This is an optimization exercise on Yosys and OpenROAD, whose aim is small area, a short achievable clock period and few clock cycles per item, not a production implementation. The RTL was checked by simulation tests, not by an equivalence proof against the original design. The clock port is modelled as an ideal driver, which makes a skipped or thinned clock tree look cheaper than it is; a real chip needs a root buffer or a tree. Power figures rest on the tool's default switching activity, not on a simulated workload.

--- flow/design.v ---
module Mux2to1
#(
	parameter WORD_LENGTH = 32
)
(
	input selector,
	input [WORD_LENGTH-1:0]Data_0,
	input [WORD_LENGTH-1:0]Data_1,	
	output [WORD_LENGTH-1:0] Mux_Output
);
assign Mux_Output=selector ? Data_1:Data_0;
endmodule
module Mux4to1
#(
	parameter WORD_LENGTH = 32
)
(
	input [1:0]selector,
	input [WORD_LENGTH-1:0]Data_0,
	input [WORD_LENGTH-1:0]Data_1,
	input [WORD_LENGTH-1:0]Data_2,
	input [WORD_LENGTH-1:0]Data_3,
	output [WORD_LENGTH-1:0] Mux_Output
);
wire [WORD_LENGTH-1:0] wire_muxa;
wire [WORD_LENGTH-1:0] wire_muxb;
Mux2to1
#(
	.WORD_LENGTH(WORD_LENGTH)
)
Mux_A
(
	.selector(selector[0]),
	.Data_0(Data_0),
	.Data_1(Data_1),
	.Mux_Output(wire_muxa)
);
Mux2to1
#(
	.WORD_LENGTH(WORD_LENGTH)
)
Mux_B
(
	.selector(selector[0]),
	.Data_0(Data_2),
	.Data_1(Data_3),
	.Mux_Output(wire_muxb)
);
Mux2to1
#(
	.WORD_LENGTH(WORD_LENGTH)
)
Mux_C
(
	.selector(selector[1]),
	.Data_0(wire_muxa),
	.Data_1(wire_muxb),
	.Mux_Output(Mux_Output)
);
endmodule
 module Register
#(
	parameter WORD_LENGTH = 32
)
(
	input clk,
	input reset,
	input enable,
	input [WORD_LENGTH-1 : 0] Data_Input,
	output [WORD_LENGTH-1 : 0] Data_Output
);
reg  [WORD_LENGTH-1 : 0] Data_reg;
always@(posedge clk) begin
	if(~reset) Data_reg <= 0;
	else begin
			if (enable)	Data_reg <= Data_Input;
			else Data_reg <= Data_reg;
		end
end
assign Data_Output = Data_reg;
endmodule
 module Register_pc
#(
	parameter WORD_LENGTH = 32, parameter DATA_BASE_ADDRESS = 'h40_0000
)
(
	input clk,
	input reset,
	input enable,
	input [WORD_LENGTH-1 : 0] Data_Input,
	output [WORD_LENGTH-1 : 0] Data_Output
);
reg  [WORD_LENGTH-1 : 0] Data_reg;
always@(posedge clk) begin
	if(~reset) Data_reg <= ({WORD_LENGTH{1'b0}}) | DATA_BASE_ADDRESS;
	else begin
			if (enable)	Data_reg <= Data_Input;
			else Data_reg <= Data_reg;
		end
end
assign Data_Output = Data_reg;
endmodule
module sign_extend(
	input [15:0] Data_in,
	output [31:0] Data_out
);
assign Data_out = (Data_in[15])?{{16{1'b1}},Data_in}:{{16{1'b0}},Data_in};
endmodule
module ALU
#(
	parameter WORD_LENGTH = 32
)
(
	input signed [WORD_LENGTH-1:0] A,
	input signed [WORD_LENGTH-1:0] B,
	input [4:0] Shamt,
	input [2:0] Control,
	output signed [WORD_LENGTH-1:0] C
); 
reg signed[WORD_LENGTH-1: 0] reg_C;
always@* begin
		case(Control[2:0])
				3'd0:	reg_C = A + B;								 
				3'd1: reg_C = B << Shamt;							 
				3'd2: reg_C = A | {16'b0, B[15:0]};								 
				3'd3: reg_C = A & B;								 
				3'd4: reg_C = A - B;								 
				3'd5: reg_C = {B[15:0],16'b0};				 
				default: reg_C = 'h40_0000;
			endcase
end
assign C = reg_C;
endmodule
module RegisterFile 
#(
	parameter WORD_LENGTH = 32,
	parameter NUM_REGISTERS = 32,
	parameter READ_REGISTER_LENGTH = CeilLog(NUM_REGISTERS),
	parameter CONTROL_WORD_LENGTH = CeilLog(WORD_LENGTH)
)
(
	input [READ_REGISTER_LENGTH-1:0]read_register_1,
	input [READ_REGISTER_LENGTH-1:0]read_register_2,
	input [CONTROL_WORD_LENGTH-1:0]write_register,
	input [WORD_LENGTH-1:0] write_data,
	input write, clk, reset,
	output [WORD_LENGTH-1:0] read_data_1,
	output [WORD_LENGTH-1:0] read_data_2
);
reg [NUM_REGISTERS-1:0] write_select_reg;
wire [WORD_LENGTH-1:0] output_reg [NUM_REGISTERS-1:0];
reg [WORD_LENGTH-1:0] reg_read_data_1;
reg [WORD_LENGTH-1:0] reg_read_data_2;
Register
#(
	.WORD_LENGTH(WORD_LENGTH)
)
RegisterUnit
(
	.clk(clk),
	.reset(reset),
	.Data_Input({WORD_LENGTH{1'b0}}),
	.enable(1'b1),
	.Data_Output(output_reg[0])
	);
integer j;
genvar i;
generate
	for (i = 1; i < NUM_REGISTERS; i = i+1) begin: register_inst 
	Register
	#(
		.WORD_LENGTH(WORD_LENGTH)
	)
	RegisterUnit
	(
		.clk(clk),
		.reset(reset),
		.Data_Input(write_data),
		.enable(write_select_reg[i]),
		.Data_Output(output_reg[i])
	);
	end
endgenerate
always @(*) begin
	case(read_register_1)
		0: reg_read_data_1 = output_reg[0];
		1: reg_read_data_1 = output_reg[1];
		2: reg_read_data_1 = output_reg[2] ;
		3: reg_read_data_1 = output_reg[3] ;
		4: reg_read_data_1 = output_reg[4] ;
		5: reg_read_data_1 = output_reg[5] ;
		6: reg_read_data_1 = output_reg[6] ;
		7: reg_read_data_1 = output_reg[7] ;
		8: reg_read_data_1 = output_reg[8] ;
		9: reg_read_data_1 = output_reg[9] ;
		10: reg_read_data_1 = output_reg[10] ;
		11: reg_read_data_1 = output_reg[11] ;
		12: reg_read_data_1 = output_reg[12] ;
		13: reg_read_data_1 = output_reg[13] ;
		14: reg_read_data_1 = output_reg[14] ;
		15: reg_read_data_1 = output_reg[15] ;
		16: reg_read_data_1 = output_reg[16] ;
		17: reg_read_data_1 = output_reg[17] ;
		18: reg_read_data_1 = output_reg[18] ;
		19: reg_read_data_1 = output_reg[19] ;
		20: reg_read_data_1 = output_reg[20] ;
		21: reg_read_data_1 = output_reg[21] ;
		22: reg_read_data_1 = output_reg[22] ;
		23: reg_read_data_1 = output_reg[23] ;
		24: reg_read_data_1 = output_reg[24] ;
		25: reg_read_data_1 = output_reg[25] ;
		26: reg_read_data_1 = output_reg[26] ;
		27: reg_read_data_1 = output_reg[27] ;
		28: reg_read_data_1 = output_reg[28] ;
		29: reg_read_data_1 = output_reg[29] ;
		30: reg_read_data_1 = output_reg[30] ;
		31: reg_read_data_1 = output_reg[31] ;	
	endcase
end
always @(*) begin
	case(read_register_2)
		0: reg_read_data_2= output_reg[0];
		1: reg_read_data_2= output_reg[1];
		2: reg_read_data_2= output_reg[2] ;
		3: reg_read_data_2= output_reg[3] ;
		4: reg_read_data_2= output_reg[4] ;
		5: reg_read_data_2= output_reg[5] ;
		6: reg_read_data_2= output_reg[6] ;
		7: reg_read_data_2= output_reg[7] ;
		8: reg_read_data_2= output_reg[8] ;
		9: reg_read_data_2= output_reg[9] ;
		10: reg_read_data_2= output_reg[10] ;
		11: reg_read_data_2= output_reg[11] ;
		12: reg_read_data_2= output_reg[12] ;
		13: reg_read_data_2= output_reg[13] ;
		14: reg_read_data_2= output_reg[14] ;
		15: reg_read_data_2= output_reg[15] ;
		16: reg_read_data_2= output_reg[16] ;
		17: reg_read_data_2= output_reg[17] ;
		18: reg_read_data_2= output_reg[18] ;
		19: reg_read_data_2= output_reg[19] ;
		20: reg_read_data_2= output_reg[20] ;
		21: reg_read_data_2= output_reg[21] ;
		22: reg_read_data_2= output_reg[22] ;
		23: reg_read_data_2= output_reg[23] ;
		24: reg_read_data_2= output_reg[24] ;
		25: reg_read_data_2= output_reg[25] ;
		26: reg_read_data_2= output_reg[26] ;
		27: reg_read_data_2= output_reg[27] ;
		28: reg_read_data_2= output_reg[28] ;
		29: reg_read_data_2= output_reg[29] ;
		30: reg_read_data_2= output_reg[30] ;
		31: reg_read_data_2= output_reg[31] ;		
	endcase
end
always @(write_register, write) begin
			for (j=0; j<NUM_REGISTERS;j=j+1)
				if ((j == write_register) & (write)) write_select_reg[j] = 1'b1;
				else write_select_reg [j] = 1'b0;			
end 
assign read_data_1 = reg_read_data_1;
assign read_data_2 = reg_read_data_2;
     function integer CeilLog;
       input integer data;
       integer i,result;
       begin
          for(i=0; 2**i < data; i=i+1)
             result = i + 1;
          CeilLog = result;
       end
    endfunction
endmodule
module Control (clk, reset, Op, Funct, IorD, ALUControl, ALUSrcB, MemWrite, IRWrite, PCWrite, Branch, PCSrc,ALUSrcA,RegWrite, RegDst, MemtoReg);
input [5:0] Op, Funct;
input clk, reset;
output reg [2:0] ALUControl;
output reg [1:0] ALUSrcB;
output reg IorD,MemWrite, IRWrite, PCWrite, Branch, PCSrc,ALUSrcA,RegWrite, RegDst, MemtoReg;
localparam IDLE = 0;
localparam FETCH = 1;
localparam DECODE = 2;
localparam EXECUTE = 3;
localparam MEMORY = 4;
localparam WRITE_BACK = 5;
localparam ADD = 'h20;
localparam SLL = 'h00;
localparam SUB = 'h22;
localparam LUI = 'hf;
localparam ORI = 'hd;
localparam ADDI = 'h8;
reg [2:0] State;
reg reg_ALUSrcA,reg_IorD,reg_RegWrite,reg_RegDst,reg_MemtoReg,reg_MemWrite;
reg [1:0] reg_ALUSrcB; 
reg [2:0] reg_ALUControl;
reg [127:0] STATE_DEBUG;
always@(posedge clk) begin
	if (reset==0)
		State <= IDLE;
	else begin
		case (State)
		IDLE: State <= FETCH;
		FETCH: State <= DECODE;
		DECODE: State <= EXECUTE;
		EXECUTE: State <= MEMORY;
		MEMORY: State <= WRITE_BACK;
		WRITE_BACK: State <= FETCH;
		endcase
	end
end
always@(State,reg_ALUControl,reg_ALUSrcB,reg_ALUSrcA,reg_IorD,reg_RegWrite,reg_RegDst,reg_MemtoReg,reg_MemWrite)begin
	case (State)
		IDLE: 		{IorD, MemWrite, IRWrite, PCWrite, Branch, PCSrc, ALUControl, ALUSrcB, ALUSrcA, RegWrite, RegDst, MemtoReg,STATE_DEBUG} = {15'b0,({128{1'b0}}|"IDLE")};
		FETCH: 		{IorD, MemWrite, IRWrite, PCWrite, Branch, PCSrc, ALUControl, ALUSrcB, ALUSrcA, RegWrite, RegDst, MemtoReg,STATE_DEBUG} = {15'b0_0_1_1_0_0_000_01_0_0_0_0,({128{1'b0}}|"FETCH")};
		DECODE:		{IorD, MemWrite, IRWrite, PCWrite, Branch, PCSrc, ALUControl, ALUSrcB, ALUSrcA, RegWrite, RegDst, MemtoReg,STATE_DEBUG} = {15'b0,({128{1'b0}}|"DECODE")};
		EXECUTE: 	{IorD, MemWrite, IRWrite, PCWrite, Branch, PCSrc, ALUControl, ALUSrcB, ALUSrcA, RegWrite, RegDst, MemtoReg,STATE_DEBUG} = {6'b0_0_0_0_0_0,reg_ALUControl,reg_ALUSrcB,reg_ALUSrcA,3'b0,({128{1'b0}}|"EXECUTE")};
		MEMORY: 		{IorD, MemWrite, IRWrite, PCWrite, Branch, PCSrc, ALUControl, ALUSrcB, ALUSrcA, RegWrite, RegDst, MemtoReg,STATE_DEBUG} = {reg_IorD,8'b0,3'b1_10,reg_RegWrite,reg_RegDst,reg_MemtoReg,({128{1'b0}}|"MEMORY")};
		WRITE_BACK:	{IorD, MemWrite, IRWrite, PCWrite, Branch, PCSrc, ALUControl, ALUSrcB, ALUSrcA, RegWrite, RegDst, MemtoReg,STATE_DEBUG} = {reg_IorD, reg_MemWrite,13'b0,({128{1'b0}}|"WRITE_BACK")};	
		default:		{IorD, MemWrite, IRWrite, PCWrite, Branch, PCSrc, ALUControl, ALUSrcB, ALUSrcA, RegWrite, RegDst, MemtoReg,STATE_DEBUG} = {15'b0,({128{1'b0}}|"DEFAULT")};
	endcase
end
always @(Op, Funct) begin
	if (Op == 0) begin  
		{reg_ALUSrcB, reg_ALUSrcA,reg_IorD,reg_RegWrite,reg_RegDst,reg_MemtoReg,reg_MemWrite} <= 8'b00_1_0_1_1_0_0;
		case(Funct)
			ADD: 		reg_ALUControl <= 3'b000;
			SLL: 		reg_ALUControl <= 3'b001;
			SUB: 		reg_ALUControl <= 3'b100;
			default: reg_ALUControl <= 3'b000;
		endcase
	end else begin
		{reg_ALUSrcB,reg_ALUSrcA,reg_IorD,reg_RegWrite,reg_RegDst,reg_MemtoReg,reg_MemWrite} <= 'b10_1_0_1_0_0_0;
		case (Op)
			LUI: 		reg_ALUControl <= 3'b101;
			ORI: 		reg_ALUControl <= 3'b010;
			ADDI:    reg_ALUControl <= 3'b000;
			default: reg_ALUControl <= 3'b101;
		endcase
	end
end
endmodule
module MIPS(clk, reset, imem_addr, imem_rdata, rf_we, rf_waddr, rf_wdata);
input clk, reset;
output [31:0] imem_addr;
input [31:0] imem_rdata;
output rf_we;
output [4:0] rf_waddr;
output [31:0] rf_wdata;
reg [19:0] pc;
reg rst_q;                  
always @(posedge clk) begin
	rst_q <= reset;
	if (~reset) pc <= 20'd0;
	else pc <= pc + 20'd1;
end
assign imem_addr = {12'd0, pc};
reg v_d, v_e, v_w;           
reg [4:0] dest_d, dest_e;    
reg ph;                      
wire [31:0] in = imem_rdata;
wire [4:0] i_rs = in[25:21];
wire [4:0] i_rt = in[20:16];
wire i_rtype = ~in[29];                  
wire i_sll   = i_rtype & ~in[5];
wire i_use_a = ~(i_rtype ? ~in[5] : in[27]);    
wire i_use_b = i_rtype;                  
wire [4:0] i_dest = i_rtype ? in[15:11] : in[20:16];
wire i_nz_a = i_use_a & (i_rs != 5'd0);
wire i_nz_b = i_use_b & (i_rt != 5'd0);
wire i_fa = i_nz_a & v_d & (i_rs == dest_d);
wire i_fb = i_nz_b & v_d & (i_rt == dest_d);
wire i_ba = i_nz_a & v_e & (i_rs == dest_e);
wire i_bb = i_nz_b & v_e & (i_rt == dest_e);
reg [31:1] sa_d, sb_d;       
reg fa_d, fb_d, ba_d, bb_d, nz_a_d, nz_b_d;
reg sub_d, sll_d, or_d, lui_d, use_b_d;
reg [15:0] imm_d;
integer k;
always @(posedge clk) begin
	for (k = 1; k < 32; k = k + 1) begin
		sa_d[k] <= i_use_a & (i_rs == k) & ~i_ba;
		sb_d[k] <= i_use_b & (i_rt == k) & ~i_bb;
	end
	fa_d   <= i_fa;
	fb_d   <= i_fb;
	ba_d   <= i_ba;
	bb_d   <= i_bb;
	nz_a_d <= i_nz_a;
	nz_b_d <= i_nz_b;
	sub_d  <= i_rtype & in[1];
	sll_d  <= i_sll;
	or_d   <= ~i_rtype & in[26] & ~in[27];
	lui_d  <= ~i_rtype & in[27];
	use_b_d <= i_use_b;
	imm_d  <= in[15:0];
	dest_d <= i_dest;
end
reg [32*32-1:0] rf;
reg [31:1] we_r, nwe_r;      
reg [31:0] wb_enc;           
reg clr_r;
always @(posedge clk) begin
	clr_r <= ~rst_q;
	ph <= ~clr_r & ~ph;
end
genvar gi;
generate
	for (gi = 1; gi < 32; gi = gi + 1) begin : g_rf
		always @(posedge clk) begin
			we_r[gi]  <= ~rst_q | (v_e & (dest_e == gi));
			nwe_r[gi] <= ~rst_q | ~(v_e & (dest_e == gi));
			rf[gi*32 +: 32] <= ~(({32{we_r[gi]}} | rf[gi*32 +: 32]) & ({32{nwe_r[gi]}} | wb_enc));
		end
	end
endgenerate
reg [31:0] ra, rb;
always @(*) begin
	ra = wb_enc & {32{ba_d}};
	rb = wb_enc & {32{bb_d}};
	for (k = 1; k < 32; k = k + 1) begin
		ra = ra | (rf[k*32 +: 32] & {32{sa_d[k]}});
		rb = rb | (rf[k*32 +: 32] & {32{sb_d[k]}});
	end
end
wire [31:0] rd_a = ra ^ {32{ph & nz_a_d}};
wire [31:0] rd_b = rb ^ {32{ph & nz_b_d}};
wire [15:0] imm = imm_d;
wire [31:0] imm_v = lui_d ? {imm, 16'd0} : or_d ? {16'd0, imm} : {{16{imm[15]}}, imm};
wire [31:0] res;
reg [31:0] a_e, b_e;
reg [4:0] sh_e;
reg sub_e, or_e, sll_e;
always @(posedge clk) begin
	a_e    <= fa_d ? res : rd_a;
	b_e    <= (fb_d ? res : (rd_b | (imm_v & {32{~use_b_d}}))) ^ {32{sub_d}};
	sh_e   <= imm[10:6];
	sub_e  <= sub_d;
	or_e   <= or_d;
	sll_e  <= sll_d;
	dest_e <= dest_d;
end
wire [32:0] sum33 = {a_e, 1'b1} + {b_e, sub_e};
wire [31:0] sum = sum33[32:1];
wire [31:0] shl = b_e << sh_e;
assign res = or_e ? (a_e | b_e) : sll_e ? shl : sum;
reg [4:0] waddr_q;
reg [31:0] wdata_q;          
always @(posedge clk) begin
	wb_enc  <= res ^ {32{~ph}};
	wdata_q <= res;
	waddr_q <= dest_e;
end
always @(posedge clk) begin
	v_d <= rst_q & reset;
	v_e <= rst_q & v_d;
	v_w <= rst_q & v_e;
end
assign rf_we    = v_w;
assign rf_waddr = waddr_q;
assign rf_wdata = wdata_q;
endmodule
--- flow/flow/run.sh ---
#!/bin/bash
# Own layout flow: the standard synthesis unchanged, then the standard ORFS
# steps with a tighter repair target (setup margin), port buffers from buf_2
# (repair may resize them), and a clock tree with larger sink clusters and no
# dummy loads, whose root buffer is removed (post_cts.tcl) before the CTS-stage
# timing repair. Each step's full output goes to a log file in this folder.
set -euo pipefail
HERE=$(pwd)
bash standard.sh synth > run_synth.log 2>&1
POST_CTS_TCL=$HERE/flow/post_cts.tcl bash standard.sh \
  SETUP_SLACK_MARGIN=7.1 \
  SKIP_CTS_REPAIR_TIMING=1 \
  "BUFFER_PORTS_ARGS=-buffer_cell sky130_fd_sc_hd__buf_2" \
  "CTS_ARGS=-sink_clustering_enable -repair_clock_nets -dont_use_dummy_load -sink_clustering_size 26 -sink_clustering_max_diameter 80" \
  finish > run_layout.log 2>&1
--- flow/flow/post_cts.tcl ---
set block [ord::get_db_block]
set clkport [get_full_name [lindex [get_property [lindex [all_clocks] 0] sources] 0]]
set clknet [[$block findBTerm $clkport] getNet]
set iterms [$clknet getITerms]
if { [llength $iterms] == 1 } {
  set root [[lindex $iterms 0] getInst]
  set rootout [$root findITerm X]
  if { $rootout != "NULL" && [string match "*clkbuf*" [[$root getMaster] getName]] } {
    set onet [$rootout getNet]
    set loads {}
    foreach it [$onet getITerms] {
      if { [$it isInputSignal] } { lappend loads $it }
    }
    if { [llength $loads] <= 4 && [llength [$onet getBTerms]] == 0 } {
      foreach it $loads {
        $it disconnect
        $it connect $clknet
      }
      puts "post_cts: removed clock root buffer [$root getName]; clock port drives [llength $loads] buffers"
      odb::dbInst_destroy $root
      odb::dbNet_destroy $onet
    }
  }
}
estimate_parasitics -placement
repair_timing_helper
detailed_placement
check_placement -verbose
--- flow/standard.sh ---
#!/bin/bash
# synth_recipe.tcl (not shown) runs the flow's synth.tcl, then flattens the netlist and writes it again
# the make line also repeats each setting of config.mk as NAME=value (left out here)
make -C /OpenROAD-flow-scripts/flow DESIGN_CONFIG=/design/flow/config.mk WORK_HOME=/design/flow/orfs CLKGATE_MAP_FILE= SYNTH_SCRIPT=/design/flow/synth_recipe.tcl "${@:-finish}"
--- flow/config.mk ---
export PLATFORM = sky130hd
export DESIGN_NAME = MIPS
export DESIGN_NICKNAME = MIPS
export VERILOG_FILES = /design/flow/design.v
export SDC_FILE = /design/flow/constraint.sdc
export NUM_CORES = 4
export LEC_CHECK = 0
export CAP_MARGIN = 20
export CORE_MARGIN = 2
export CORE_UTILIZATION = 40
export PLACE_DENSITY = 0.6
export SLEW_MARGIN = 20
--- flow/constraint.sdc ---
create_clock -name core_clock -period 10.0 [get_ports {clk}]
set_input_delay 2.0000 -clock core_clock [delete_from_list [all_inputs] [get_ports {clk}]]
set_output_delay 2.0000 -clock core_clock [all_outputs]
set_load 0.01 [all_outputs]
==> reports/summary.txt, run 1 <==
Outcome -> complete, no violations
Chip height -> 368 um
Largest family of logic cells by synthesized area -> compound AO/OA/AOI/OAI gates
Die area -> 0.135 sq mm
Total track usage -> 43.9%
Crit path kind -> reg2reg
Power Dens Cells -> 211 mW/mm^2
Post-synth top area share -> 49.8%
Core Rows -> 133
Seq/Total Area, Yosys -> 49.8%
R2R setup slack -> 6.75 ns
Reg2Reg Depth -> 7
Layout area overhead -> 11.9%
Net count of the finished layout -> 5334
Hold EP -> sll_e
Reg clk slew, reported paths -> 0.09 ns
Number of synthesized flops with an enable pin -> 0
Ys Warns -> 1
Adder-cell share of the synthesized area -> 1.55%
Synth Flop Type -> dfxtp_1
Min-Delay Path Class -> reg2reg
Post-DRT Antenna Nets -> 0
Max Cap Viol -> 0
Proportion of synthesized area in mux cells -> 2.08%
Pin count of the biggest net entering global routing -> 58
Crit path capture type -> register
Initial antenna violation count -> 31
Post-route DRC -> 0
Ranking of synthesized cells by area -> dfxtp_1 50%, o22ai_1 12%, a22oi_1 7.1%
Port-buffer cells -> 88
Required @ worst endpoint -> 10.36 ns
DRT Wirelength -> 313 mm
Worst Tran Pin Value -> 1.35 ns
TNS Setup -> 0 ns
Crit path DAT -> 3.61 ns
Cells on Worst Hold Path -> 0
Share of layout cells above drive strength 1 -> 16.6%
Num ports -> 104
Reg2reg start -> sa_d[3]
First-pass GRT wire length -> 419 mm
Clock sinks -> 1320
Crit path launch type -> register
Reg2reg end -> a_e[15]
Vias in the first global route -> 51.5k
Hold violation count in the final report -> 0
Peak supply drop -> 0.000129 V
Min Tclk post-route -> 3.25 ns
Post-synth top cells -> 1320 x dfxtp_1, 1002 x o22ai_1, 540 x clkbuf_1, 502 x a22oi_1
Final setup fails -> 0
Yosys cell types -> 86
Yosys reg bits -> 1320
Effective utilization at floorplan -> 40.3%
Slew HR -> 9.98%
Upper clock frequency limit -> 307 MHz
Synth Area in XOR/XNOR -> 2.99%
Part of the cycle the worst path needs -> 32.5%
Die Width -> 368 um
Mean Syn Cell Area -> 9.78 sq um
Core ar. -> 0.131 sq mm
Initial DRC count -> 13.5k
Vias per inst -> 8.24
Detailed Place HPWL -> 159 mm
Cell Area, Synth -> 0.0530 sq mm
Synth Area in Simple Gates -> 7.05%
Routed via count -> 58.0k
Final GP Congestion -> 1.00
Post-synth top area cell -> dfxtp_1
Synth Area in Compound Gates -> 31.3%
Clk_skew -> 0.0886 ns
Leakage power -> 21.2 nW
Async S/R FF share, synth -> 0%
Count leader, synth -> dfxtp_1
Clock latency on the worst-skew pair -> 0.56 ns
Total grt overflow -> 0
Critical Path Fanout Max -> 18
Source of the worst hold timing path -> sll_d
DRT Pass-1 Iters -> 17
Post-Synthesis Cells -> 5421
RSZ-0062 raised after global routing -> yes
Slew Viols, Final -> 0
DR WL/cell -> 44.6 um
Hold slack final -> 0.334 ns
[flip-flops by register name, indices dropped and copies added (netlist names), 5 cells and up]
register / cells
dest_d: 5
wdata_q: 32
rf: 992
a_e: 32
sa_d: 31
sb_d: 31
nwe_r: 31
waddr_q: 5
imm_d: 16
we_r: 31
sh_e: 5
b_e: 32
pc: 20
wb_enc: 32
dest_e: 5
[placed cells by master (no fill, tap or decap), types with 39 or more instances in the layout]
cell type	n
dfxtp_4	53
xor2_1	66
dfxtp_2	151
a21oi_1	47
xnor2_1	97
nand4_1	193
nor2_1	124
ha_1	48
nand2_1	174
a22oi_1	502
inv_1	97
buf_2	39
o21ai_0	72
o22ai_1	1001
clkbuf_16	61
dfxtp_1	1116
diode_2	47
buf_6	74
a221oi_1	260
buf_4	219
nor3_1	42
a22o_1	261
[power by group]
part,switching (mW),total (mW),internal [mW]
sequential,0.590,6.39,5.80
clock,1.76,2.82,1.07
combinational,2.16,3.32,1.15
[worst max-delay path: stages (launching register included)]
cell	delay, ns
dfxtp_2	0.64
buf_4	0.46
a22o_1	0.32
a221oi_1	0.26
nand4_1	0.16
nor3_1	0.91
xnor2_1	0.20
o21ai_1	0.07
[kinds of logic after synthesis]
| logic type | count (synthesis) |
|---|---|
| compound gates | 2323 |
| flops | 1320 |
| simple gates | 740 |
| buf+inv | 717 |
| xor+xnor | 181 |
| mux | 74 |
| fa+ha+maj | 65 |
| other cells | 1 |
[layout make-up]
class | instances | area, sq um
fill | 12556 | 72200
clock buffer | 60 | 1500
timing repair buffer | 348 | 2960
multi-input combinational | 3395 | 25300
sequential | 1320 | 26800
tap | 1755 | 2200
antenna | 47 | 118
inverter | 110 | 419
[per-layer routing]
metal,vias to the layer above,track usage [%],routed length [um]
li1,20905,-,-
met1,27452,53.1,107000
met2,7121,53.2,109000
met3,2470,29.1,62200
met4,26,32.8,34800
met5,-,2.56,425
[worst max-delay path by stage]
stage / to / slack, ns / from / cells past startpoint
after floorplan: sb_d[19] / 6.58 / imem_rdata[19] / 8
after global placement: wb_enc[29] / 6.11 / b_e[6] / 11
after detailed placement: wb_enc[29] / 6.09 / b_e[6] / 11
after global routing: wb_enc[15] / 6.74 / b_e[3] / 12
final: a_e[15] / 6.75 / sa_d[3] / 7
[stage by stage]
stage / total power, mW / setup slack [ns] / util [%] / instance area, sq um / std cells
after global placement: 9.03 / 6.11 / 41.7 / 54800 / 6831
after floorplan: 7.97 / 6.58 / - / 53100 / 5432
after global routing: 12.8 / 6.74 / 45.0 / 59200 / 6991
after detailed placement: 9.04 / 6.09 / 41.7 / 54900 / 6831
final: 12.5 / 6.75 / 45.1 / 59300 / 7035
Testbench counts, summed over its fixed seeds: cycles 3,232, instrs 3,200.
==> run 2: changes to the inputs <==
--- a/flow/design.v
+++ b/flow/design.v
@@ -426,3 +426,4 @@
 wire [15:0] imm = imm_d;
-wire [31:0] imm_v = lui_d ? {imm, 16'd0} : or_d ? {16'd0, imm} : {{16{imm[15]}}, imm};
+wire [31:0] a_d = fa_d ? res : rd_a;
+wire [31:0] imm_v = lui_d ? {imm, 16'd0} : or_d ? {16'd0, imm & ~a_d[15:0]} : {{16{imm[15]}}, imm};
 wire [31:0] res;
@@ -430,5 +431,5 @@
 reg [4:0] sh_e;
-reg sub_e, or_e, sll_e;
+reg sub_e, sll_e;
 always @(posedge clk) begin
-	a_e    <= fa_d ? res : rd_a;
+	a_e    <= a_d;
 	b_e    <= (fb_d ? res : (rd_b | (imm_v & {32{~use_b_d}}))) ^ {32{sub_d}};
@@ -436,3 +437,2 @@
 	sub_e  <= sub_d;
-	or_e   <= or_d;
 	sll_e  <= sll_d;
@@ -443,3 +443,3 @@
 wire [31:0] shl = b_e << sh_e;
-assign res = or_e ? (a_e | b_e) : sll_e ? shl : sum;
+assign res = sll_e ? shl : sum;
 reg [4:0] waddr_q;
--- a/flow/flow/run.sh
+++ b/flow/flow/run.sh
@@ -13,3 +13,3 @@
   "BUFFER_PORTS_ARGS=-buffer_cell sky130_fd_sc_hd__buf_2" \
-  "CTS_ARGS=-sink_clustering_enable -repair_clock_nets -dont_use_dummy_load -sink_clustering_size 26 -sink_clustering_max_diameter 80" \
+  "CTS_ARGS=-sink_clustering_enable -repair_clock_nets -dont_use_dummy_load -sink_clustering_size 26 -sink_clustering_max_diameter 90" \
   finish > run_layout.log 2>&1
==> run 2 against run 1 <==
  * Still clean on timing, DRC and antenna
  * Core utilization shrank 0.60 points
  * Sequential power grew 1%
  * Die area shrank 1.6%
  * Clock-buffer cell count is the same
  * Global-route usage shrank 0.92 points
  * First-iteration DRC count shrank 5.8%
  * Design area shrank 2.8%
  * Combinational power shrank about 10%
  * Sequential share of layout area grew 1.3 points
  * Final cell count shrank 2.5%
  * Setup slack gained 0.14 ns
  * Largest cell class unchanged
  * Highest routed layer unchanged
==> reports/summary.txt, run 2 <==
Flop pwr share -> 52.7% (+1.7 points)
Count leader, synth -> dfxtp_1
Outcome -> complete, no violations
Initial antenna violation count -> 21 (-32%)
Final setup fails -> 0 (unchanged)
Clk pwr share -> 22.9% (+0.4 points)
Crit path DAT -> 3.57 ns (-0.04 ns)
Die area -> 0.133 sq mm (-1.6%)
Synth Flop Type -> dfxtp_1
Critical Path Fanout Max -> 6 (-12)
Vias in the first global route -> 50.2k (-2.5%)
First-pass GRT wire length -> 403 mm (-3.8%)
Post-Layout Cell Count -> 6856 (-2.5%)
Power Dens Cells -> 213 mW/mm^2 (+0.66%)
Pin count of the biggest net entering global routing -> 59 (+1.7%)
Post-DP Area -> 0.0537 sq mm (-2.1%)
DRT Pass-1 Iters -> 11 (-6)
Crit path kind -> reg2reg
Share of layout cells above drive strength 1 -> 14.7% (-1.9 points)
Vias per inst -> 8.34 (+1.2%)
Most common cell after layout, fill and taps aside -> dfxtp_1
Clock sinks -> 1319 (-0.076%)
Crit path capture type -> register
TNS Setup -> 0 ns (unchanged)
Sw Share -> 35.6% (-0.40 points)
Part of the cycle the worst path needs -> 31.2% (-1.4 points)
Number of flip-flops in the largest register -> 992 (unchanged)
Final GP Congestion -> 0.953 (-4.7%)
Seq/Total Area, Yosys -> 50.6% (+0.76 points)
Chip height -> 365 um (-0.78%)
Total grt overflow -> 0 (unchanged)
Cell Area, Synth -> 0.0522 sq mm (-1.6%)
Upper clock frequency limit -> 321 MHz (+4.4%)
Area occupied by multi-input gates -> 0.0244 sq mm (-3.6%)
Num ports -> 104 (unchanged)
Post-Synthesis Cells -> 5321 (-1.8%)
Worst Tran Pin Value -> 1.25 ns (-0.0965 ns)
Post-route DRC -> 0 (unchanged)
Max Cap Viol -> 0 (unchanged)
Slew Viols, Final -> 0 (unchanged)
Ranking of synthesized cells by area -> dfxtp_1 51%, o22ai_1 12%, a22oi_1 7.9%
Number of synthesized flops with an enable pin -> 0 (unchanged)
Routed via count -> 57.2k (-1.4%)
Min Tclk post-route -> 3.12 ns (-0.138 ns)
Crit path launch type -> register
Post-synth top area cell -> dfxtp_1
Required @ worst endpoint -> 10.45 ns (+0.09 ns)
Inst Count DP -> 6670 (-2.4%)
Leakage power -> 20.2 nW (-4.4%)
Clock latency on the worst-skew pair -> 0.57 ns (about the same)
Post-DRT Antenna Nets -> 0 (unchanged)
Async S/R FF share, synth -> 0% (unchanged)
Register area -> 0.0268 sq mm (about the same)
Final Cell Area -> 0.0576 sq mm (-2.8%)
Post-synth top area share -> 50.6% (+0.76 points)
Die Width -> 365 um (-0.78%)
Clk_skew -> 0.129 ns (+0.0399 ns)
DR WL/cell -> 44.3 um (-0.64%)
Mean Syn Cell Area -> 9.81 sq um (+0.28%)
Total track usage -> 42.9% (-0.92 points)
Most frequent cells in the layout -> 1136 x dfxtp_1, 1013 x o22ai_1, 547 x a22oi_1, 239 x a22o_1, 238 x a221oi_1
Layout area overhead -> 10.5%
Sw Pwr -> 4.36 mW (-3.3%)
P_int -> 7.90 mW (-1.6%)
Port-buffer cells -> 88 (unchanged)
Gate power share -> 24.3% (-2.2 points)
DRT Wirelength -> 304 mm (-3.2%)
Post-synth top cells -> 1319 x dfxtp_1, 1018 x o22ai_1, 547 x a22oi_1, 523 x clkbuf_1, 242 x a221oi_1
Yosys cell types -> 78 (-9.3%)
Core ar. -> 0.129 sq mm (-1.5%)
Reg clk slew, reported paths -> 0.10 ns (about the same)
Min-Delay Path Class -> reg2reg
Slew HR -> 16.4% (+6.4 points)
Peak supply drop -> 0.000214 V (+66%)
Net count of the finished layout -> 5144 (-3.6%)
Core Rows -> 132 (-0.75%)
Detailed Place HPWL -> 140 mm (-12%)
FILL cells -> 12.4k (-1.4%)
Biggest register -> rf
Hold violation count in the final report -> 0 (unchanged)
Initial DRC count -> 12.7k (-5.8%)
Ys Warns -> 1 (unchanged)
RSZ-0062 raised after global routing -> yes
Yosys reg bits -> 1319 (-0.076%)
Effective utilization at floorplan -> 40.3% (about the same)
## run 2: cell types whose count changed in the layout (fill, tap and decap cells not counted), sizes merged, moves of 16 or more
cell	delta
a221oi	-19
buf	-56
inv	-82
a22oi	+45
o22ai	+16
a22o	-22
xor2	-23
xnor2	+22
ha	-32
## run 2: per-layer routing
metal	global-route usage (%)	vias up	routed length [um]
li1	-	20502	-
met5	4.76	-	1790
met4	27.1	62	30400
met2	53.9	6939	108000
met1	50.6	27201	102000
met3	31.0	2467	61400
## run 2: worst max-delay path: stages, from the launching register on
cell	delay (ns)
dfxtp_2	0.35
fa_2	0.39
a21o_1	0.21
a221o_1	0.39
a41o_4	0.30
a211oi_4	0.32
o22a_4	0.28
a21oi_2	0.08
a211oi_4	0.18
buf_6	0.16
buf_12	0.11
xor2_4	0.29
## run 2: cell families after synthesis
group	count (synthesis)	synth area share [%]
flops	1319	50.6
mux	71	2.05
xor+xnor	180	3.02
simple gates	750	7.24
buf+inv	633	4.69
compound gates	2334	31.6
other cells	1	0.00719
fa+ha+maj	33	0.806
## run 2: layout make-up
type | instances | area share, %
flip-flops and latches | 1319 | 46.5
multi-input cells | 3380 | 42.3
repair buffers | 290 | 4.48
well taps | 1742 | 3.78
clock buffers | 60 | 2.60
inverters | 26 | 0.169
diodes | 39 | 0.169
## run 2: metrics by stage
step / hold slack [ns] / total power [mW] / utilization [%] / setup WS [ns]
5_1_grt: 0.346 / 12.5 / 44.5 / 6.85
6_report: 0.337 / 12.3 / 44.5 / 6.88
3_5_place_dp: 0.319 / 8.91 / 41.5 / 6.03
2_1_floorplan: 0.310 / 7.92 / - / 6.59
3_3_place_gp: 0.314 / 8.89 / 41.5 / 6.06
## run 2: path summary, 6_finish.rpt
path         startpoint         end  depth (start not counted)  slack, ns
max              a_e[0]  wb_enc[29]                         11       6.88
min               sll_d       sll_e                          0       0.34
max reg2reg      a_e[0]  wb_enc[29]                         11       6.88
min reg2reg       sll_d       sll_e                          0       0.34
## run 2: power groups by stage
| stage | Sequential (mW) | Combinational (mW) | Clock, mW |
|---|---|---|---|
| 5_1_grt | 6.47 | 3.10 | 2.92 |
| 6_report | 6.47 | 2.98 | 2.81 |
| 3_5_place_dp | 6.49 | 2.42 | 0 |
| 3_3_place_gp | 6.49 | 2.40 | 0 |
| 2_1_floorplan | 6.19 | 1.73 | 0 |
Testbench counts of run 2, summed over its fixed seeds: cycles 3,232, instrs 3,200.
==> run 3: changes to the inputs <==
--- a/flow/flow/run.sh
+++ b/flow/flow/run.sh
@@ -10,3 +10,3 @@
 POST_CTS_TCL=$HERE/flow/post_cts.tcl bash standard.sh \
-  SETUP_SLACK_MARGIN=7.1 \
+  SETUP_SLACK_MARGIN=7.0 \
   SKIP_CTS_REPAIR_TIMING=1 \
==> run 3 against run 2 <==
  * Critical path type unchanged
  * Core utilization fell by 0.11 points
  * Critical path depth did not move
  * Clock power barely moved
  * Largest power group unchanged
  * Final cell count barely moved
  * Clock skew rose by 0.0048 ns
  * First-iteration DRC count rose by 1.8%
  * Worst hold slack improved by 0.0023 ns
  * Synthesized cell count did not move
  * Clock-buffer cell count did not move
  * Total power rose by 0.17%
==> reports/summary.txt, run 3 <==
Cell Area, Synth -> 0.0522 sq mm (unchanged)
Total grt overflow -> 0 (unchanged)
Net count of the finished layout -> 5147 (+0.058%)
Clock latency on the worst-skew pair -> 0.57 ns (about the same)
Proportion of synthesized area in mux cells -> 2.05% (unchanged)
Sw Share -> 35.6% (+0.068 points)
Most common cell after layout, fill and taps aside -> dfxtp_1
Post-Layout Cell Count -> 6860 (+0.058%)
Synth Area in Simple Gates -> 7.24% (unchanged)
Crit path launch type -> register
Post-synth top area share -> 50.6% (unchanged)
Min Tclk post-route -> 3.21 ns (+0.0892 ns)
DR WL/cell -> 44.1 um (-0.47%)
Die Width -> 365 um (unchanged)
Reg clk slew, reported paths -> 0.11 ns (about the same)
Detailed Place HPWL -> 142 mm (+2.0%)
Hold violation count in the final report -> 0 (unchanged)
Final GP Congestion -> 0.951 (-0.22%)
Core Rows -> 132 (unchanged)
Part of the cycle the worst path needs -> 32.1% (+0.89 points)
Slew HR -> 17.3% (+0.85 points)
Post-DP Area -> 0.0537 sq mm (about the same)
Core Util, Final -> 44.4% (-0.11 points)
TNS Setup -> 0 ns (unchanged)
Required @ worst endpoint -> 10.44 ns (about the same)
Peak supply drop -> 0.000163 V (-24%)
Upper clock frequency limit -> 312 MHz (-2.8%)
DRT Pass-1 Iters -> 11 (unchanged)
Routed via count -> 56.9k (-0.49%)
Clock sinks -> 1319 (unchanged)
Async S/R FF share, synth -> 0% (unchanged)
Layout area overhead -> 10.2%
Initial antenna violation count -> 12 (-43%)
Number of flip-flops in the largest register -> 992 (unchanged)
Crit path DAT -> 3.65 ns (+0.08 ns)
Flop pwr share -> 52.5% (-0.2 points)
Adder-cell share of the synthesized area -> 0.806% (unchanged)
Count leader, synth -> dfxtp_1
Largest family of logic cells by synthesized area -> compound AO/OA/AOI/OAI gates
Slew Viols, Final -> 0 (unchanged)
Core ar. -> 0.129 sq mm (unchanged)
Share of layout cells above drive strength 1 -> 14.2% (-0.48 points)
Outcome -> complete, no violations
FILL cells -> 12.5k (+0.73%)
RSZ-0062 raised after global routing -> yes
Biggest register -> rf
Number of synthesized flops with an enable pin -> 0 (unchanged)
Post-synth top cells -> 1319 x dfxtp_1, 1018 x o22ai_1, 547 x a22oi_1, 523 x clkbuf_1, 242 x a221oi_1
Most frequent cells in the layout -> 1149 x dfxtp_1, 1013 x o22ai_1, 546 x a22oi_1, 239 x a22o_1, 239 x a221oi_1
Sw Pwr -> 4.38 mW (+0.36%)
Pin count of the biggest net entering global routing -> 59 (unchanged)
Critical Path Fanout Max -> 6 (unchanged)
Die area -> 0.133 sq mm (unchanged)
DRT Wirelength -> 302 mm (-0.41%)
Chip height -> 365 um (unchanged)
Clk pwr share -> 22.8% (about the same)
Post-route DRC -> 0 (unchanged)
Vias in the first global route -> 50.4k (+0.39%)
Hold slack final -> 0.339 ns (+0.00226 ns)
Seq/Total Area, Yosys -> 50.6% (unchanged)
Total power -> 12.3 mW (+0.17%)
P_int -> 7.90 mW (about the same)
Leakage power -> 20.1 nW (-0.57%)
Initial DRC count -> 13.0k (+1.8%)
Gate power share -> 24.7% (+0.4 points)
Final Cell Area -> 0.0575 sq mm (-0.26%)
Post-DRT Antenna Nets -> 0 (unchanged)
Synth Flop Type -> dfxtp_1
Num ports -> 104 (unchanged)
Ys Warns -> 1 (unchanged)
Total track usage -> 42.8% (-0.12 points)
Post-synth top area cell -> dfxtp_1
Crit path kind -> reg2reg
Clk_skew -> 0.133 ns (+0.00479 ns)
Post-Synthesis Cells -> 5321 (unchanged)
Place WS -> 5.95 ns (-0.0798 ns)
Setup slack after layout -> 6.79 ns (-0.0892 ns)
Power Dens Cells -> 214 mW/mm^2 (+0.43%)
Final setup fails -> 0 (unchanged)
Vias per inst -> 8.29 (-0.54%)
Synth Area in XOR/XNOR -> 3.02% (unchanged)
Inst Count DP -> 6676 (+0.090%)
Mean Syn Cell Area -> 9.81 sq um (unchanged)
Min-Delay Path Class -> reg2reg
Port-buffer cells -> 88 (unchanged)
Crit path capture type -> register
Worst Tran Pin Value -> 1.24 ns (-0.0128 ns)
Ranking of synthesized cells by area -> dfxtp_1 51%, o22ai_1 12%, a22oi_1 7.9%
Max Cap Viol -> 0 (unchanged)
Yosys cell types -> 78 (unchanged)
Synth Area in Compound Gates -> 31.6% (unchanged)
Effective utilization at floorplan -> 40.3% (unchanged)
Yosys reg bits -> 1319 (unchanged)
First-pass GRT wire length -> 400 mm (-0.56%)
run 3: cell counts after synthesis:
No cell type changed its count.
run 3: area by class of cell:
type / count / area (sq um) / share of cell area (%)
Antenna cell: 40 / 100 / 0.174
Tap cell: 1742 / 2180 / 3.79
Sequential cell: 1319 / 26800 / 46.6
Clock buffer: 60 / 1500 / 2.61
Multi-Input combinational cell: 3380 / 24400 / 42.4
Timing Repair Buffer: 293 / 2470 / 4.29
Inverter: 26 / 101 / 0.176
run 3: final timing paths:
check / from / endpoint / slack [ns] / cells past startpoint
max: sub_e / wb_enc[29] / 6.79 / 11
min: sll_d / sll_e / 0.34 / 0
max reg2reg: sub_e / wb_enc[29] / 6.79 / 11
min reg2reg: sll_d / sll_e / 0.34 / 0
run 3: power groups by stage:
stage,Clock [mW],Sequential (mW),Combinational [mW]
6_report,2.80,6.45,3.03
5_1_grt,2.91,6.46,3.13
3_5_place_dp,0,6.48,2.44
3_3_place_gp,0,6.48,2.42
2_1_floorplan,0,6.19,1.73
run 3: worst max-delay path: stages, from the launching register on:
cell      delay [ns]
dfxtp_2         0.34
fa_2            0.38
a21o_1          0.20
a221o_1         0.34
a41o_4          0.29
a211oi_4        0.37
o22a_4          0.29
a21oi_4         0.08
a211oi_4        0.22
buf_6           0.14
buf_12          0.12
xor2_4          0.34
run 3: routing by layer:
layer / global-route usage [%] / wire, um / vias up / share of wire [%]
met5: 6.03 / 1420 / - / 0.47
met4: 28.0 / 29700 / 50 / 9.8
met3: 30.9 / 62200 / 2439 / 21
met2: 53.5 / 106000 / 6944 / 35
met1: 50.2 / 103000 / 26955 / 34
li1: - / - / 20505 / -
run 3: logic make-up after synthesis:
logic type,after synthesis
fa+ha+maj,33
xor+xnor,180
buf+inv,633
flops,1319
compound gates,2334
mux,71
simple gates,750
other cells,1
==> run 4: changes to the inputs <==
--- a/flow/flow/run.sh
+++ b/flow/flow/run.sh
@@ -10,3 +10,3 @@
 POST_CTS_TCL=$HERE/flow/post_cts.tcl bash standard.sh \
-  SETUP_SLACK_MARGIN=7.0 \
+  SETUP_SLACK_MARGIN=7.2 \
   SKIP_CTS_REPAIR_TIMING=1 \
==> run 4 against run 3 <==
  * Worst hold slack lost 0.0044 ns
  * Register-to-register slack gained 0.11 ns
  * Still clean
  * Fmax rose by 3.4%
  * Highest routed layer unchanged
==> reports/summary.txt, run 4 <==
R2R setup slack -> 6.90 ns (+0.11 ns)
Final setup fails -> 0 (unchanged)
Reg clk slew, reported paths -> 0.11 ns (about the same)
Biggest register -> rf
Required @ worst endpoint -> 10.41 ns (-0.03 ns)
Hold violation count in the final report -> 0 (unchanged)
Die area -> 0.133 sq mm (unchanged)
Core Rows -> 132 (unchanged)
Port-buffer cells -> 88 (unchanged)
Effective utilization at floorplan -> 40.3% (unchanged)
Outcome -> complete, no violations
Clock sinks -> 1319 (unchanged)
Upper clock frequency limit -> 323 MHz (+3.4%)
Synth Flop Type -> dfxtp_1
Post-synth top cells -> 1319 x dfxtp_1, 1018 x o22ai_1, 547 x a22oi_1, 523 x clkbuf_1, 242 x a221oi_1
Pin count of the biggest net entering global routing -> 59 (unchanged)
Crit path kind -> reg2reg
Inst Count DP -> 6676 (unchanged)
Most common cell after layout, fill and taps aside -> dfxtp_1
First-pass GRT wire length -> 405 mm (+1.2%)
Total grt overflow -> 0 (unchanged)
Post-route DRC -> 0 (unchanged)
Most frequent cells in the layout -> 1129 x dfxtp_1, 1012 x o22ai_1, 546 x a22oi_1, 239 x a22o_1, 238 x a221oi_1
Slew HR -> 10.3% (-6.9 points)
Clock latency on the worst-skew pair -> 0.54 ns (-0.03 ns)
Initial antenna violation count -> 18 (+6)
Initial DRC count -> 12.9k (-0.58%)
FILL cells -> 12.3k (-1.2%)
TNS Setup -> 0 ns (unchanged)
Final GP Congestion -> 0.935 (-1.7%)
Cell Area, Synth -> 0.0522 sq mm (unchanged)
Part of the cycle the worst path needs -> 31.0% (-1.1 points)
GR Layer Usage met3 -> 31.2% (+0.23 points)
Reg2Reg Depth -> 10 (-1)
Die Width -> 365 um (unchanged)
Async S/R FF share, synth -> 0% (unchanged)
Peak supply drop -> 0.000172 V (+5.8%)
Power Dens Cells -> 213 mW/mm^2 (-0.23%)
Share of layout cells above drive strength 1 -> 16.5% (+2.3 points)
GR peak layer -> met2
Post-Layout Cell Count -> 6893 (+0.48%)
Crit path DAT -> 3.51 ns (-0.14 ns)
Min Tclk post-route -> 3.10 ns (-0.105 ns)
Yosys reg bits -> 1319 (unchanged)
Crit path capture type -> register
Cells on Worst Hold Path -> 0 (unchanged)
Vias in the first global route -> 50.8k (+0.71%)
Core ar. -> 0.129 sq mm (unchanged)
DR WL/cell -> 44.2 um (+0.40%)
RSZ-0062 raised after global routing -> yes
Number of flip-flops in the largest register -> 992 (unchanged)
Seq/Total Area, Yosys -> 50.6% (unchanged)
Met2 Use GR -> 54.6% (+1.2 points)
Post-Synthesis Cells -> 5321 (unchanged)
Max Cap Viol -> 0 (unchanged)
Reg2reg start -> sub_e
Ys Warns -> 1 (unchanged)
Clk_skew -> 0.106 ns (-0.0272 ns)
Count leader, synth -> dfxtp_1
Post-synth top area cell -> dfxtp_1
Yosys cell types -> 78 (unchanged)
Ranking of synthesized cells by area -> dfxtp_1 51%, o22ai_1 12%, a22oi_1 7.9%
Post-synth top area share -> 50.6% (unchanged)
Layout area overhead -> 12.3%
Hold EP -> sll_e
Mean Syn Cell Area -> 9.81 sq um (unchanged)
Leakage power -> 20.5 nW (+2.1%)
Critical Path Fanout Max -> 5 (-1)
Min-Delay Path Class -> reg2reg
Register area -> 0.0268 sq mm (about the same)
Post-DRT Antenna Nets -> 0 (unchanged)
Routed via count -> 56.8k (-0.17%)
GRT met1 Usage -> 50.9% (+0.66 points)
Num ports -> 104 (unchanged)
Chip height -> 365 um (unchanged)
Source of the worst hold timing path -> sll_d
Slew Viols, Final -> 0 (unchanged)
DRT Wirelength -> 305 mm (+0.88%)
Area occupied by multi-input gates -> 0.0248 sq mm (+2.0%)
DRT Pass-1 Iters -> 17 (+6)
Number of synthesized flops with an enable pin -> 0 (unchanged)
Vias per inst -> 8.24 (-0.64%)
Worst Tran Pin Value -> 1.33 ns (+0.0938 ns)
Net count of the finished layout -> 5184 (+0.72%)
Reg2reg end -> wb_enc[27]
Crit path launch type -> register
Total track usage -> 43.3% (+0.53 points)
Detailed Place HPWL -> 141 mm (-1.2%)
-- run 4: metal layers --
layer	vias to the layer above	routed length, um	part of all wire (%)
li1	20565	-	-
met1	26850	102000	34
met2	6892	108000	35
met3	2457	62800	21
met4	35	30500	10
met5	-	1260	0.41
-- run 4: worst max-delay path by stage --
stage / start / endpoint / depth (start not counted)
floorplan: imem_rdata[21] / sa_d[28] / 7
global placement: imem_rdata[29] / sa_d[28] / 9
detailed placement: imem_rdata[29] / sa_d[16] / 9
global route: sub_e / b_e[27] / 11
finish: sub_e / wb_enc[27] / 10
-- run 4: layout make-up --
cell class | instances | area share (%)
Sequential cell | 1319 | 45.7
Multi-Input combinational cell | 3380 | 42.4
Timing Repair Buffer | 331 | 5.33
Tap cell | 1742 | 3.72
Clock buffer | 59 | 2.52
Inverter | 26 | 0.166
Antenna cell | 36 | 0.154
-- run 4: kinds of logic after synthesis --
family,synth area share [%]
buffers and inverters,4.69
and+or+nand+nor,7.24
DFF,50.6
xor gates and xnor gates,3.02
adders and majority gates,0.806
AOI/OAI and AO/OA,31.6
muxes,2.05
other,0.00719
-- run 4: stage by stage --
stage	setup slack, ns	power, mW	hold WS [ns]	cell area (sq um)	utilization [%]
2_1_floorplan	6.59	7.92	0.310	52300	-
3_3_place_gp	6.09	8.90	0.316	53700	41.5
3_5_place_dp	6.06	8.91	0.319	53700	41.5
5_1_grt	6.91	12.7	0.341	58600	45.2
6_report	6.90	12.5	0.335	58600	45.3
-- run 4: critical path, cell delays in order, from the launching register on --
cell and delay [ns]:
dfxtp_2 0.35, fa_2 0.38, a21o_1 0.18, a221o_1 0.35, a41o_4 0.29, a211oi_4 0.33, o22a_4 0.28, mux2i_4 0.27
a211oi_4 0.06, buf_6 0.16, xor2_4 0.35
-- run 4: power breakdown --
| group | switching (mW) | internal [mW] | total, mW |
|---|---|---|---|
| Combinational | 2.04 | 1.20 | 3.24 |
| Sequential | 0.680 | 5.79 | 6.47 |
| Clock | 1.73 | 1.05 | 2.79 |
| Total | 4.45 | 8.04 | 12.5 |

## separate check: timing with driven ports
Ports are ideal in the flow. The routed layouts listed here were re-timed in OpenROAD.
Step 1 (the two cells are an assumption about what drives the block):
set clk [get_ports {clk}]
set_driving_cell -lib_cell sky130_fd_sc_hd__clkbuf_16 $clk
set_driving_cell -lib_cell sky130_fd_sc_hd__buf_2 [delete_from_list [all_inputs] $clk]
Step 2 adds t to the input delays and takes it off the output delays; t is the mean of the earliest and latest rising clock arrival at the registers after step 1. Input paths then give back, and output paths get back, about the clock's delay inside the block.
a / b / c = ideal ports / drivers / drivers and shift; a / b = the first two.
| run | shift t [ns] | setup WS [ns] | hold slack, ns | clock arrival spread, ns | worst register clock-pin slew, ns |
|---|---|---|---|---|---|
| run 1 | 0.682 | 6.746 / 6.745 / 6.428 | 0.334 / 0.334 / 0.334 | 0.090 / 0.089 | 0.11 / 0.11 |
| run 2 | 0.670 | 6.884 / 6.770 / 6.558 | 0.337 / 0.337 / 0.337 | 0.139 / 0.138 | 0.11 / 0.11 |
| run 3 | 0.680 | 6.795 / 6.787 / 6.483 | 0.339 / 0.339 / 0.339 | 0.148 / 0.148 | 0.12 / 0.12 |
| run 4 | 0.662 | 6.900 / 6.819 / 6.591 | 0.335 / 0.335 / 0.335 | 0.122 / 0.121 | 0.12 / 0.12 |
After both steps setup and hold are still met in every run listed. The setup slack of run 2, which loses most, moves by -0.114 ns with the drivers and by -0.326 ns with both steps.
